Background: an optimization exercise with open tools, aiming at small area. Do not read the settings as production practice. Only simulation tests tie the RTL to the original design; equivalence was not proved. Power figures rest on the tool's default switching activity, not on a simulated workload.

==> job 1534 <==
Design videoScanPipe, start of the top module:
module videoScanPipe (
    input iClk,
    input iRst,
    input iVgaHsync,
    input iVgaVsync,
    input [7:0] iVgaDataRed,
    input [7:0] iVgaDataGreen,
    input [7:0] iVgaDataBlue,
    input [10:0] iHsyncOffset,
    input [9:0] iVsyncOffset,
    input [7:0] iThreshRed,
    input [7:0] iThreshGreen,
    input [7:0] iThreshBlue,
    input iTestData,
    output reg oDviDe,
    output reg oDviHsync,
    output reg oDviVsync,
    output reg [11:0] oDviData,
    output reg [51:0] oScannerDataCode,
    output [10:0] oScannerVpixel,
    output reg oScannerNewData
);
clock: 8.0 ns
lec_check: 0
cap_margin: 20
core_margin: 2
core_utilization: 40
slew_margin: 20
standard.sh (not shown) runs the stock make flow with config.mk's settings and CLKGATE_MAP_FILE= SYNTH_SCRIPT=/design/flow/synth_recipe.tcl, a recipe that flattens the netlist after the stock synthesis.
==> flow/flow/run.sh <==
#!/bin/bash
# Standard layout, with two changes: synthesis leaves adders to ABC (no
# half/full adder cell extraction), and CTS inserts no dummy loads.
set -euo pipefail
bash standard.sh ADDER_MAP_FILE= synth > synth.log 2>&1
bash standard.sh ADDER_MAP_FILE= \
  "CTS_ARGS=-sink_clustering_enable -repair_clock_nets -dont_use_dummy_load -buf_list sky130_fd_sc_hd__clkbuf_4" \
  finish > layout.log 2>&1
==> inputs of job 9270, as changes to job 1534 <==
--- a/flow/flow/run.sh
+++ b/flow/flow/run.sh
@@ -6,3 +6,3 @@
 bash standard.sh ADDER_MAP_FILE= \
-  "CTS_ARGS=-sink_clustering_enable -repair_clock_nets -dont_use_dummy_load -buf_list sky130_fd_sc_hd__clkbuf_4" \
+  "CTS_ARGS=-sink_clustering_enable -repair_clock_nets -dont_use_dummy_load -buf_list sky130_fd_sc_hd__clkbuf_8 -sink_clustering_size 30" \
   finish > layout.log 2>&1
==> inputs of job 1502, as changes to job 1534 <==
--- a/flow/flow/run.sh
+++ b/flow/flow/run.sh
@@ -6,3 +6,3 @@
 bash standard.sh ADDER_MAP_FILE= \
-  "CTS_ARGS=-sink_clustering_enable -repair_clock_nets -dont_use_dummy_load -buf_list sky130_fd_sc_hd__clkbuf_4" \
+  "CTS_ARGS=-sink_clustering_enable -repair_clock_nets -dont_use_dummy_load -buf_list sky130_fd_sc_hd__clkbuf_4 -sink_clustering_size 8 -sink_clustering_max_diameter 60" \
   finish > layout.log 2>&1
==> comparison <==
Worst hold slack, highest first: job 9270, job 1502, job 1534. Area after synthesis is the same in job 1502 and job 1534. The lowest setup slack belongs to job 1534, the highest to job 1502. In flip-flop and latch count, job 9270 and job 1534 do not differ. The lowest utilization belongs to job 1502, the highest to job 9270. Against job 9270, the count of clock-buffer cells in the layout of job 1534 is higher by 18. Of job 9270 and job 1534, job 9270 has the higher clock power (gap 17%, measured against job 1534). Die area is the same in job 1534 and job 1502. In job 1502 the maximum frequency is higher than in job 9270, by about 0.5%. Register-to-register slack is about the same in job 9270 and job 1534. The lowest sequential share of layout area belongs to job 9270, the highest to job 1502.
==> figures <==
quantity	job 1534	job 1502	job 9270
Switching part of the total power	25.78%	26.29%	24.70%
Global-route total usage across every layer	16.02%	15.92%	15.93%
VDD IR max	0.1257 mV	0.09530 mV	0.1136 mV
Clock slew at reported path FFs	0.07 ns	0.08 ns	0.05 ns
Final cycle utilization of the critical path	43.93%	43.53%	43.75%
Max Fclk	0.2846 GHz	0.2871 GHz	0.2857 GHz
Crit-path slowest cell	sky130_fd_sc_hd__edfxtp_1	sky130_fd_sc_hd__nor4b_1	sky130_fd_sc_hd__edfxtp_1
Combinational logic power	242 µW	243 µW	242 µW
Final-layout clock buffer total	59	35	41
Internal power consumption	1721 µW	1589 µW	1841 µW
Path length in cells of the critical path	8	7	8
Data required time of the critical path	8.25 ns	8.22 ns	8.15 ns
Fraction of area in multi-input gates	38.26%	38.75%	37.94%
Number of DRC markers after the initial detailed-route iteration	505	599	511
Cells on worst reg2reg path	8	7	8
Proportion of cell area occupied by registers	42.88%	43.43%	42.53%
Final #Nets	1,479	1,455	1,461
Slack of the worst reg-to-reg path	4.49 ns	4.52 ns	4.50 ns
Run status	timing/DRC/antenna clean	timing/DRC/antenna clean	timing/DRC/antenna clean
Final critical-path required period	3.514 ns	3.483 ns	3.500 ns
Signed area change from the synthesized netlist to the final layout	18.10%	16.60%	19.09%
Routed met1 length	11.45 mm	11.40 mm	11.47 mm
Power density of the placed cells	163.2 mW/mm²	153.7 mW/mm²	170.6 mW/mm²

[port drivers added, routing unchanged]
In the flow no input, the clock included, has a driving cell. The finished layouts below were timed again as built, in two steps.
Step 1, drivers: a clkbuf_16 drives iClk and a buf_2 each remaining input, both assumed.
Step 2 also shifts input and output timing later by t, the mid clock arrival at the registers, as if the neighbouring blocks saw the same clock.
a / b / c = no drivers / after step 1 / after step 2; a / b = the first two.
run | shift t [ns] | setup WS [ns] | worst setup path after step 2
job 1534 | 0.676 | 4.486 / 4.486 / 4.071 | input to register
job 9270 | 0.540 | 4.500 / 4.500 / 4.107 | input to register
job 1502 | 0.638 | 4.517 / 4.517 / 4.116 | input to register
After both steps setup and hold are still met in every run listed. For job 1534, which loses most, drivers alone change the setup slack by 0.000 ns; drivers and shift together by -0.415 ns.
